Context: an optimization exercise on an open-source flow, tuned for small area and a short achievable clock period. The choices shown serve that exercise and are no tape-out recipe.
In this exercise RTL edits were held to simulation tests only and were not proved equivalent to the original.

$ cat run.sh
#!/bin/bash
# synth_recipe.tcl (not shown) runs the flow's synth.tcl, then flattens the netlist and writes it again
# the make line also repeats each setting of config.mk as NAME=value (left out here)
make -C /OpenROAD-flow-scripts/flow DESIGN_CONFIG=/design/flow/config.mk WORK_HOME=/design/flow/orfs CLKGATE_MAP_FILE= SYNTH_SCRIPT=/design/flow/synth_recipe.tcl finish
$ cat config.mk
export PLATFORM = sky130hd
export DESIGN_NAME = dwpe_top
export DESIGN_NICKNAME = dwpe_top
export VERILOG_FILES = /design/flow/design.v
export SDC_FILE = /design/flow/constraint.sdc
export NUM_CORES = 4
export LEC_CHECK = 0
export CAP_MARGIN = 20
export CORE_MARGIN = 2
export CORE_UTILIZATION = 40
export PLACE_DENSITY = 0.6
export SLEW_MARGIN = 20
$ cat constraint.sdc
create_clock -name core_clock -period 9.0 [get_ports {clk}]
set_input_delay 1.8000 -clock core_clock [delete_from_list [all_inputs] [get_ports {clk}]]
set_output_delay 1.8000 -clock core_clock [all_outputs]
set_load 0.01 [all_outputs]
$ cat design.v
module mac #(
	parameter DW = 32,
	parameter NMAX = 64
) (
	input [DW-1:0]	data,
	input [DW-1:0] 	weight,
	output[DW-1:0]	result,
	output 					cnt_c,
	input 					ena,
	input 					clk,
	input 					rst_n
);
reg [DW-1:0]	partial_sum;
reg [5:0]			cnt;
wire [2*DW-1:0] product = data * weight;
wire [2*DW-1:0] partial_sum_nxt = partial_sum + product;
assign cnt_c = (cnt == (NMAX));
assign result = cnt_c ? partial_sum[DW-1:0] : 'b0;
always@(posedge clk) begin
	if (~rst_n) partial_sum <= 'b0;
	else if (cnt_c == 1'b1) partial_sum <= 'b0;
	else if (ena == 1'b1) partial_sum <= partial_sum_nxt[DW-1:0];
end
always@(posedge clk) begin
	if (~rst_n) cnt <= 'b0;
	else if (~ena) cnt <= 'b0;
	else begin
		if (cnt_c == 1'b1) cnt <= 'b0;
		else cnt <= cnt + 6'b1;
	end
end
endmodule
module relu#(
	parameter DW = 32,
	parameter POX=3
)(
	input [POX-1:0][DW-1:0] data,
	output[POX-1:0][DW-1:0] result
);
genvar i;
generate
	for(i = 0; i < POX; i++) begin
		assign result[i] = data[i][DW-1] ? 'b0 : data[i];
	end
endgenerate
endmodule
module mac_bank#(
	parameter DW = 32,
	parameter POX= 3,
	parameter NMAX= 9
)(
	input [POX-1:0][DW-1:0] data,
	input [DW-1:0]	weight,
	output [POX-1:0][DW-1:0] result,
	output [POX-1:0]		cnt_c,
	input 					clk,
	input 					rst_n,
	input 					ena
);
genvar i;
generate 
	for (i = 0; i < POX; i++) begin : macs
		mac#(.DW(DW),.NMAX(NMAX)) u_mac(
							 .clk,
							 .rst_n,
							 .ena,
							 .data(data[i]),
							 .weight,
							 .result(result[i]),
							 .cnt_c(cnt_c[i])
						 );
	end
endgenerate
endmodule
module dwpe #(
	parameter DW = 32,
	parameter POX = 16,
	parameter KSIZE = 3
)(
	input 					clk,
	input 					rst_n,
	input 					dwpe_ena,
	input [POX-1:0][DW-1:0] pixel_array,
	input [DW-1:0]	weight,
	output[POX-1:0][DW-1:0] result,
	output[POX-1:0]		result_valid
);
wire [POX-1:0][DW-1:0] mac_result;
mac_bank#(.DW(DW),
				 .POX(POX),
				 .NMAX(KSIZE**2)
				 ) u_mac_bank (
										 .clk,
										 .rst_n,
										 .ena(dwpe_ena),
										 .data(pixel_array),
										 .weight(weight),
										 .result(mac_result),
										 .cnt_c(result_valid)
									 );
relu#(.DW(DW),
		 .POX(POX)
		 ) u_relu (
						 .data(mac_result),
						 .result
					 );
endmodule
module dwpe_top #(
	parameter DW = 32,
	parameter POX = 5,
	parameter KSIZE = 3
)(
	input 					clk,
	input 					rst_n,
	input 					dwpe_ena,
	input [POX*DW-1:0]		pixel_array,
	input [DW-1:0]			weight,
	output[POX*DW-1:0]		result,
	output[POX-1:0]			result_valid
);
dwpe #(
	.DW(DW),
	.POX(POX),
	.KSIZE(KSIZE)
) u_dwpe (
	.clk,
	.rst_n,
	.dwpe_ena,
	.pixel_array(pixel_array),
	.weight,
	.result(result),
	.result_valid(result_valid)
);
endmodule
==> impl_metrics.py <==
metrics = {
    "floorplanning": {
        "die_w_um": 482,
        "rows": 175,
        "start_util_pct": 40.2,
        "ios": 360,
        "core_area_mm2": 0.227,
        "die_h_um": 482,
        "die_area_mm2": 0.232,
    },
    "route": {
        "drt_iter0_markers": 3861,
        "wl_met2_um": 136000,
        "highest-signal-layer": "met5",
        "wl_um": 275000,
        "drc": 0,
        "wl_met1_um": 120000,
        "via_per_inst": 4.92,
        "firstDrtPassIters": 5,
        "wl_per_cell_um": 20.0,
        "drtAntennaViolNets": 0,
        "vias": 67600,
        "wl_met3_um": 11400,
    },
    "clock_tree": {
        "clk_pin_slew_ps": 90,
        "clock-sinks": 190,
        "cts_tree": "built",
        "post_cts_buffers": 0,
        "cts_buffers": 17,
        "clock_path_buffers": 2,
        "root_buffer": "clkbuf_16",
        "htree_levels": 4,
        "clk_latency_ps": 600,
    },
    "critical_path": {
        "crit_path_start_kind": "input port",
        "reg2reg_to": "u_dwpe.u_mac_bank.macs[3].u_mac.partial_sum[31]$_SDFFE_PP0P_",
        "cp_slowest_cell": "clkdlybuf4s50_1",
        "critPathArrivalTime_ps": 9140,
        "crit_required_ps": 9480,
        "cp_slowest_stage_delay_ps": 580,
        "crit_top_cell": "fa_1",
        "r2r-start": "u_dwpe.u_mac_bank.macs[3].u_mac.partial_sum[21]$_SDFFE_PP0P_",
        "reg2reg_slack_ps": 1930,
        "path_max_fanout": 9,
        "r2r_cells": 25,
        "path_class": "input port to flop",
        "path_buf_inv": 7,
        "end_kind": "flop",
        "path_delay_family": "adder cells",
    },
    "yosys": {
        "synth-main-ff-cell": "dfxtp_1",
        "synth_seq_cells": 190,
        "synth.distinct_cells": 76,
        "ys_warn_count": 1,
        "synth_commonest_cells": "inv_1, fa_1, and2_1",
        "yosys.area.top_type": "fa_1",
        "synth_top_area_share_pct": 48.0,
        "syn_inst": 10300,
        "synth_most_common_cell": "inv_1",
        "syn-cell-area_mm2": 0.0914,
        "seq_area_frac_synth_pct": 4.16,
        "synth_edf_count": 0,
        "async_flop_share_pct": 0,
        "syn_avg_cell_area_um2": 8.90,
        "yosys-top-cells-area": "fa_1, and2_1, inv_1",
    },
    "timing": {
        "relSlewSlack_pct": 27.7,
        "setup_tns_ps": 0,
        "rsz0062_at_grt": "false",
        "tightestPinTransition_ps": 1080,
        "hold_viol_final": 0,
        "maxSlewViolCount": 0,
        "period_share_pct": 96.2,
        "finalSetupViolations": 0,
        "layout_setup_ws_ps": 339,
        "max_freq_mhz": 115,
        "min_period_ps": 8660,
        "fin_skew_ps": 16.9,
    },
    "place": {
        "io_buffers": 354,
        "placed_area_mm2": 0.103,
        "post-place-ws_ps": -347,
        "dpl.hpwl_um": 232000,
        "gp_congestion": 0.908,
    },
    "hold_path": {
        "hp-start": "u_dwpe.u_mac_bank.macs[1].u_mac.partial_sum[25]$_SDFFE_PP0P_",
        "hold_class": "flop to flop",
        "hold_end": "u_dwpe.u_mac_bank.macs[1].u_mac.partial_sum[25]$_SDFFE_PP0P_",
        "hold_depth": 2,
    },
    "cells_and_area": {
        "drive_gt1_share_pct": 6.86,
        "fin_nets": 13700,
        "syn_to_final_growth_pct": 12.9,
        "stdcell_area_mm2": 0.103,
        "finish.utilization_pct": 45.4,
    },
    "grt": {
        "grt_pass1_wl_um": 440000,
        "grt_start_max_net_pins": 80,
        "antenna_found_initial": 17,
        "track_usage_pct": 24.6,
        "grt_overflow": 0,
        "grt_pass1_vias": 76200,
    },
    "outcome": {
        "run_status": "finished clean",
    },
    "run": {
        "maxCapViolCount": 0,
    },
}
flip-flops by register name, summed over array words and instances (netlist names):
| signal | cells |
|---|---|
| u_dwpe.u_mac_bank.macs.u_mac.partial_sum | 160 |
| u_dwpe.u_mac_bank.macs.u_mac.cnt | 30 |
metrics by stage:
stage | cells | hold WS (ps)
floorplan | 10300 | 425
global placement | 13700 | 437
detailed placement | 13700 | 443
CTS | 13700 | 456
global route | 13700 | 494
finish | 13700 | 456
layer usage:
layer,vias to the layer above,track usage (%)
met1,35400,32.9
met5,-,0
met2,1620,42.2
li1,30300,-
met4,6,7.16
met3,297,2.57
worst reg2reg max path: stages, from the launching register on:
cell and delay (ps):
dfxtp_1 330, inv_1 110, fa_1 530, fa_1 550
inv_1 50, fa_1 490, inv_1 60, fa_1 540
inv_1 60, fa_1 490, fa_1 480, fa_1 530
inv_1 60, fa_1 480, inv_1 50, ha_1 280
buf_4 160, nand3_1 90, a21boi_0 140, a211oi_2 190
nand2_1 110, or4_4 490, a41o_1 260, a31oi_1 200
xnor2_1 150, a21oi_1 80
cell usage in the layout, fill, tap and decap left out, drive strengths merged, types with 21 or more instances in the layout:
| cell | n |
|---|---|
| inv | 2475 |
| fa | 2190 |
| and2 | 1602 |
| nand2 | 1180 |
| buf | 670 |
| ha | 630 |
| xnor2 | 353 |
| clkdlybuf4s50 | 321 |
| nor2 | 253 |
| dfxtp | 190 |
| nor3 | 119 |
| mux2i | 111 |
| a21oi | 110 |
| xor2 | 107 |
| a21o | 62 |
| o21ai | 56 |
| nand3 | 32 |
| o21bai | 26 |
| a211oi | 25 |
| a31oi | 21 |
worst max-delay path by stage:
stage / endpoint / cells after the start / slack, ps / start
after floorplan: u_dwpe.u_mac_bank.macs[3].u_mac.partial_sum[31]$_SDFFE_PP0P_ / 29 / 4 / weight[0]
after global placement: u_dwpe.u_mac_bank.macs[0].u_mac.partial_sum[31]$_SDFFE_PP0P_ / 27 / -300 / pixel_array[13]
after detailed placement: u_dwpe.u_mac_bank.macs[2].u_mac.partial_sum[30]$_SDFFE_PP0P_ / 26 / -350 / weight[3]
after CTS: u_dwpe.u_mac_bank.macs[2].u_mac.partial_sum[30]$_SDFFE_PP0P_ / 26 / 300 / weight[3]
final: u_dwpe.u_mac_bank.macs[3].u_mac.partial_sum[31]$_SDFFE_PP0P_ / 27 / 340 / pixel_array[113]
after global routing: u_dwpe.u_mac_bank.macs[2].u_mac.partial_sum[29]$_SDFFE_PP0P_ / 26 / 20 / pixel_array[80]
area by class of cell:
cell class / instances / area (um^2)
inverter: 2467 / 9260
antenna: 10 / 25.0
clock inverter: 13 / 120
tap: 3009 / 3760
sequential: 190 / 3800
timing repair buffer: 992 / 9630
clock buffer: 19 / 453
multi-input combinational: 7041 / 76200
fill: 22000 / 124000
timing repair:
action	4_1_cts	5_1_grt
gates resized for setup	0	4
hold buffers	0	0
endpoints found under the setup margin	0	6
cells by family after synthesis:
kind of cell             after synthesis  synth area share (%)
buffers and inverters               3046                  12.6
flip-flops                           190                  4.16
other                                  1               0.00410
multiplexers                         112                  1.23
XOR/XNOR                             460                  4.41
adder cells (fa/ha/maj)             2820                  56.6
AO/OA/AOI/OAI                        388                  2.89
AND/OR/NAND/NOR                     3256                  18.2

[port drivers added, routing unchanged]
How much do the figures lean on ideal ports? The routed layout below was timed once more, with nothing changed but the port constraints. Step 1 (the two cells are an assumption about what drives the block):
set clk [get_ports {clk}]
set_driving_cell -lib_cell sky130_fd_sc_hd__clkbuf_16 $clk
set_driving_cell -lib_cell sky130_fd_sc_hd__buf_2 [delete_from_list [all_inputs] $clk]
Step 2 moves the port delays by t, midway between the first and last clock arrival at a register: inputs arrive t later, outputs are due t later. That takes back most of the time a late clock gives input paths. Slacks: no drivers / after step 1 / after step 2; pairs: no drivers / after step 1.
shift t [ns]: 0.684
slack for setup (ns): 0.339 / 0.398 / -0.287
worst setup path at the end: input to register
clock arrival spread, ns: 0.023 / 0.023
cell pins on the clock port's net: 1
Met with ideal ports but missed after step 2: setup timing in this run. For this run, drivers alone change the setup slack by +0.059 ns; drivers and shift together by -0.626 ns.
